This is an optimization exercise on Yosys and OpenROAD, whose aim is small area, not a production implementation. Function was checked by simulation only, so behaviour that the tests miss may differ from the original. No activity file was given, so power comes from the tool's default toggle rates.

==> 05-05: inputs <==
==> flow/design.v (excerpt) <==
module game(clk,rst,btnU,btnR,btnL,sw,an,seg);
    input clk;
    input rst;  
    input btnR;
    input btnL;
    input btnU;
    input [9:0] sw;
    output [3:0] an;
    output [6:0] seg;
    wire [9:0] num_db;
    wire debouncedRst;
    wire debouncedCfm;
    wire debouncedPcd;
    genvar i;
    generate
        for (i = 0; i < 10; i = i + 1) begin : db_sw
            debounce u(.rst(rst), .in(sw[i]), .master_clk(clk), .out(num_db[i]));
        end
    endgenerate
    debounce debounceRst(.rst(rst),.in(btnR),.master_clk(clk),.out(debouncedRst));
    debounce debounceCfm(.rst(rst),.in(btnL),.master_clk(clk),.out(debouncedCfm));
    debounce debouncePcd(.rst(rst),.in(btnU),.master_clk(clk),.out(debouncedPcd));
    wire fast_tick;
    clocks clk_div(.master_clk(clk),.rst(rst),.RESET(debouncedRst),.fast_tick(fast_tick));
    wire [3:0] sym1, sym2, sym3, sym4;
    control controlUnit(.clk(clk),.rst(rst),.RESET(debouncedRst),.PROCEED(debouncedPcd),
        .CONFIRM(debouncedCfm),.num_db(num_db),.sym1(sym1),.sym2(sym2),.sym3(sym3),.sym4(sym4));
    cathode_and_anode display(.clk(clk),.rst(rst),.fast_tick(fast_tick),.sym1(sym1),.sym2(sym2),
        .sym3(sym3),.sym4(sym4),.cathode(seg),.anode(an));
endmodule
export LEC_CHECK = 0
export CAP_MARGIN = 20
export CORE_MARGIN = 2
export CORE_UTILIZATION = 65
export CTS_BUF_LIST = sky130_fd_sc_hd__clkbuf_8
export CTS_CLUSTER_DIAMETER = 60
export CTS_CLUSTER_SIZE = 20
export PLACE_DENSITY = 0.8
export SLEW_MARGIN = 20
create_clock -name core_clock -period 10.0 [get_ports {clk}]
standard.sh (not shown) runs the stock make flow with config.mk's settings and CLKGATE_MAP_FILE= SYNTH_SCRIPT=/design/flow/synth_recipe.tcl, a recipe that flattens the netlist after the stock synthesis.
==> flow/flow/run.sh <==
#!/bin/bash
# Layout flow: the standard flow (standard.sh), with three changes:
#  - after the standard synthesis, the combinational logic between the
#    registers is mapped again by ABC for area, with each script in flow/abc/;
#    the smallest netlist that passes the library check is kept. The
#    registers, their cells, instance names and output nets are unchanged;
#  - the port buffers are buf_1 cells;
#  - the clock tree is built from small clock buffers without dummy loads.
# Each tool writes its full output to its own log file here.
set -euo pipefail
R=orfs/results/sky130hd/game/base
LIB=$FLOW_HOME/platforms/sky130hd/lib/sky130_fd_sc_hd__tt_025C_1v80.lib
YOSYS=$(command -v yosys || echo "$FLOW_HOME/../tools/install/yosys/bin/yosys")
JOBS=${NUM_CORES:-4}

bash standard.sh synth > synth.log 2>&1

cp $R/1_2_yosys.v $R/1_2_yosys_standard.v
DONT_USE=""
for c in $(sed -n '/^export DONT_USE_CELLS/,/^$/p' $FLOW_HOME/platforms/sky130hd/config.mk | grep -o 'sky130_fd_sc_hd__[a-z0-9_]*'); do
  DONT_USE="$DONT_USE -dont_use $c"
done

mkdir -p reopt
# one remapping per ABC script
n_run=0
for s in flow/abc/*.abc; do
  n=$(basename "$s" .abc)
  cat > reopt/$n.ys <<EOS
read_liberty -wb -ignore_miss_func $LIB
read_verilog $R/1_2_yosys_standard.v
hierarchy -top $FLOW_TOP
setattr -mod -unset whitebox -set blackbox 1 =sky130_fd_sc_hd__dfxtp_1 =sky130_fd_sc_hd__edfxtp_1 =sky130_fd_sc_hd__conb_1
rename -hide c:* t:sky130_fd_sc_hd__dfxtp_1 t:sky130_fd_sc_hd__edfxtp_1 %u %d
rename -hide w:_*_
flatten -wb
opt_clean -purge
abc -liberty $LIB -script $s $DONT_USE
opt_clean -purge
hilomap -singleton -hicell sky130_fd_sc_hd__conb_1 HI -locell sky130_fd_sc_hd__conb_1 LO
splitnets
opt_clean -purge
write_verilog -noattr -nohex -nodec reopt/$n.v
EOS
  # check each result against the library as the standard synthesis does
  cat > reopt/$n.check.ys <<EOS
read_liberty -lib $LIB
read_verilog reopt/$n.v
hierarchy -check -top $FLOW_TOP
check -assert -mapped
tee -q -o reopt/$n.stat stat -liberty $LIB
EOS
  ( "$YOSYS" -l reopt/$n.log -q reopt/$n.ys > /dev/null 2>&1 && \
    "$YOSYS" -l reopt/$n.check.log -q reopt/$n.check.ys > /dev/null 2>&1 ) || rm -f reopt/$n.stat &
  n_run=$((n_run + 1))
  if (( n_run % JOBS == 0 )); then wait; fi
done
wait

best=""
best_area=""
for f in reopt/*.stat; do
  [[ -f "$f" ]] || continue
  a=$(grep 'Chip area for module' "$f" | awk '{print $NF}')
  [[ -n "$a" ]] || continue
  if [[ -z "$best" ]] || awk -v a="$a" -v b="$best_area" 'BEGIN{exit !(a < b)}'; then
    best=$(basename "$f" .stat); best_area=$a
  fi
done
{
  echo "standard synthesis: $(grep 'Chip area for' $R/../../../../reports/sky130hd/game/base/synth_stat.txt 2>/dev/null | awk '{print $NF}')"
  for f in reopt/*.stat; do echo "$(basename "$f" .stat): $(grep 'Chip area for module' "$f" | awk '{print $NF}')"; done
  echo "kept: ${best:-standard synthesis}"
} > reopt_summary.txt
if [[ -n "$best" ]]; then
  cp reopt/$best.v $R/1_2_yosys.v
  touch $R/1_2_yosys.v
fi

bash standard.sh \
  BUFFER_PORTS_ARGS="-buffer_cell sky130_fd_sc_hd__buf_1" \
  CTS_ARGS="-sink_clustering_enable -repair_clock_nets -sink_clustering_size 11 -sink_clustering_max_diameter 50 -buf_list sky130_fd_sc_hd__clkbuf_4 -dont_use_dummy_load" \
  finish > standard.log 2>&1
Other scripts of this flow, unchanged in this note and not shown: flow/flow/abc/a_r2r2.abc, flow/flow/abc/b_r2dc2.abc, flow/flow/abc/c_r2dc2x2.abc, flow/flow/abc/d_noif.abc, flow/flow/abc/e_x2map.abc, flow/flow/abc/f_x3map.abc, flow/flow/abc/g_r2x4.abc, flow/flow/abc/h_dch.abc, flow/flow/abc/i_r2dc2map2.abc, flow/flow/abc/j_dc2r2.abc
==> 07-10 (differences from 05-05) <==
--- a/flow/flow/run.sh
+++ b/flow/flow/run.sh
@@ -3,4 +3,6 @@
 #  - after the standard synthesis, the combinational logic between the
-#    registers is mapped again by ABC for area, with each script in flow/abc/;
-#    the smallest netlist that passes the library check is kept. The
+#    registers is mapped again by ABC for area, with each script in flow/abc/
+#    (the k_deepsyn* scripts run &deepsyn for 60 s, so their results depend
+#    on the machine's speed); the smallest netlist that passes the library
+#    check is kept. The
 #    registers, their cells, instance names and output nets are unchanged;
@@ -81,3 +83,3 @@
   BUFFER_PORTS_ARGS="-buffer_cell sky130_fd_sc_hd__buf_1" \
-  CTS_ARGS="-sink_clustering_enable -repair_clock_nets -sink_clustering_size 11 -sink_clustering_max_diameter 50 -buf_list sky130_fd_sc_hd__clkbuf_4 -dont_use_dummy_load" \
+  CTS_ARGS="-sink_clustering_enable -repair_clock_nets -sink_clustering_size 12 -sink_clustering_max_diameter 42 -buf_list sky130_fd_sc_hd__clkbuf_4 -dont_use_dummy_load" \
   finish > standard.log 2>&1
==> flow/flow/abc/k_deepsyn1.abc (new file) <==
strash
ifraig
balance
rewrite
refactor
balance
rewrite
rewrite -z
balance
refactor -z
rewrite -z
balance
dc2
balance
rewrite
refactor
balance
rewrite
rewrite -z
balance
refactor -z
rewrite -z
balance
dc2
&get -n
&deepsyn -T 60 -S 1
&put
dch -f
map -a
==> flow/flow/abc/k_deepsyn2.abc (new file) <==
strash
ifraig
balance
rewrite
refactor
balance
rewrite
rewrite -z
balance
refactor -z
rewrite -z
balance
dc2
balance
rewrite
refactor
balance
rewrite
rewrite -z
balance
refactor -z
rewrite -z
balance
dc2
&get -n
&deepsyn -T 60 -S 2
&put
dch -f
map -a
==> flow/flow/abc/k_deepsyn3.abc (new file) <==
strash
ifraig
balance
rewrite
refactor
balance
rewrite
rewrite -z
balance
refactor -z
rewrite -z
balance
dc2
balance
rewrite
refactor
balance
rewrite
rewrite -z
balance
refactor -z
rewrite -z
balance
dc2
&get -n
&deepsyn -T 60 -S 3
&put
dch -f
map -a
==> flow/flow/abc/k_deepsyn4.abc (new file) <==
strash
ifraig
balance
rewrite
refactor
balance
rewrite
rewrite -z
balance
refactor -z
rewrite -z
balance
dc2
balance
rewrite
refactor
balance
rewrite
rewrite -z
balance
refactor -z
rewrite -z
balance
dc2
&get -n
&deepsyn -T 60 -S 4
&put
dch -f
map -a
==> flow/flow/abc/k_deepsyn5.abc (new file) <==
strash
ifraig
balance
rewrite
refactor
balance
rewrite
rewrite -z
balance
refactor -z
rewrite -z
balance
dc2
balance
rewrite
refactor
balance
rewrite
rewrite -z
balance
refactor -z
rewrite -z
balance
dc2
&get -n
&deepsyn -T 60 -S 5
&put
dch -f
map -a
==> flow/flow/abc/k_deepsyn6.abc (new file) <==
strash
ifraig
balance
rewrite
refactor
balance
rewrite
rewrite -z
balance
refactor -z
rewrite -z
balance
dc2
balance
rewrite
refactor
balance
rewrite
rewrite -z
balance
refactor -z
rewrite -z
balance
dc2
&get -n
&deepsyn -T 60 -S 6
&put
dch -f
map -a
==> flow/flow/abc/k_deepsyn7.abc (new file) <==
strash
ifraig
balance
rewrite
refactor
balance
rewrite
rewrite -z
balance
refactor -z
rewrite -z
balance
dc2
balance
rewrite
refactor
balance
rewrite
rewrite -z
balance
refactor -z
rewrite -z
balance
dc2
&get -n
&deepsyn -T 60 -S 7
&put
dch -f
map -a
==> flow/flow/abc/k_deepsyn8.abc (new file) <==
strash
ifraig
balance
rewrite
refactor
balance
rewrite
rewrite -z
balance
refactor -z
rewrite -z
balance
dc2
balance
rewrite
refactor
balance
rewrite
rewrite -z
balance
refactor -z
rewrite -z
balance
dc2
&get -n
&deepsyn -T 60 -S 8
&put
dch -f
map -a
==> 05-11 (differences from 05-05) <==
--- a/flow/flow/run.sh
+++ b/flow/flow/run.sh
@@ -81,3 +81,3 @@
   BUFFER_PORTS_ARGS="-buffer_cell sky130_fd_sc_hd__buf_1" \
-  CTS_ARGS="-sink_clustering_enable -repair_clock_nets -sink_clustering_size 11 -sink_clustering_max_diameter 50 -buf_list sky130_fd_sc_hd__clkbuf_4 -dont_use_dummy_load" \
+  CTS_ARGS="-sink_clustering_enable -repair_clock_nets -sink_clustering_size 20 -sink_clustering_max_diameter 60 -buf_list sky130_fd_sc_hd__clkbuf_8 -dont_use_dummy_load" \
   finish > standard.log 2>&1
==> notes <==
In sequential power, 05-05 and 07-10 hardly differ.
Via count, lowest first: 07-10, 05-11, 05-05.
Of 05-05 and 07-10, 05-05 has the higher area after synthesis (gap about 0.9%, measured against 07-10).
Sequential share of layout area, highest first: 07-10, 05-05, 05-11.
Against 05-05, the clock skew of 05-11 is lower by 0.012 ns.

port drivers added, routing unchanged:
How much do the figures lean on ideal ports? The routed layouts below were timed once more, with nothing changed but the port constraints. Step 1 sets driving cells, clkbuf_16 on the clock port and buf_2 on the other inputs (assumed; they add their load-dependent delay and slew). Step 2 times the ports against the registers' clock, not the clock port: input delays grow and output delays shrink by t, the midpoint of the rising clock arrivals with the driver on. Slacks: no drivers / after step 1 / after step 2; pairs: no drivers / after step 1.
| run | t, ns | setup slack, ns | worst setup path at the end | slew at the worst register clock pin (ns) | cell pins on the clock port's net |
|---|---|---|---|---|---|
| 05-05 | 0.666 | 6.187 / 6.153 / 6.216 | input to register | 0.12 / 0.12 | 1 |
| 07-10 | 0.662 | 5.866 / 5.832 / 6.087 | input to register | 0.12 / 0.12 | 1 |
| 05-11 | 0.528 | 6.348 / 6.312 / 6.198 | input to register | 0.12 / 0.12 | 1 |
After both steps setup and hold are still met in every run listed. The setup slack of 05-11, which loses most, moves by -0.036 ns with the drivers and by -0.150 ns with both steps.
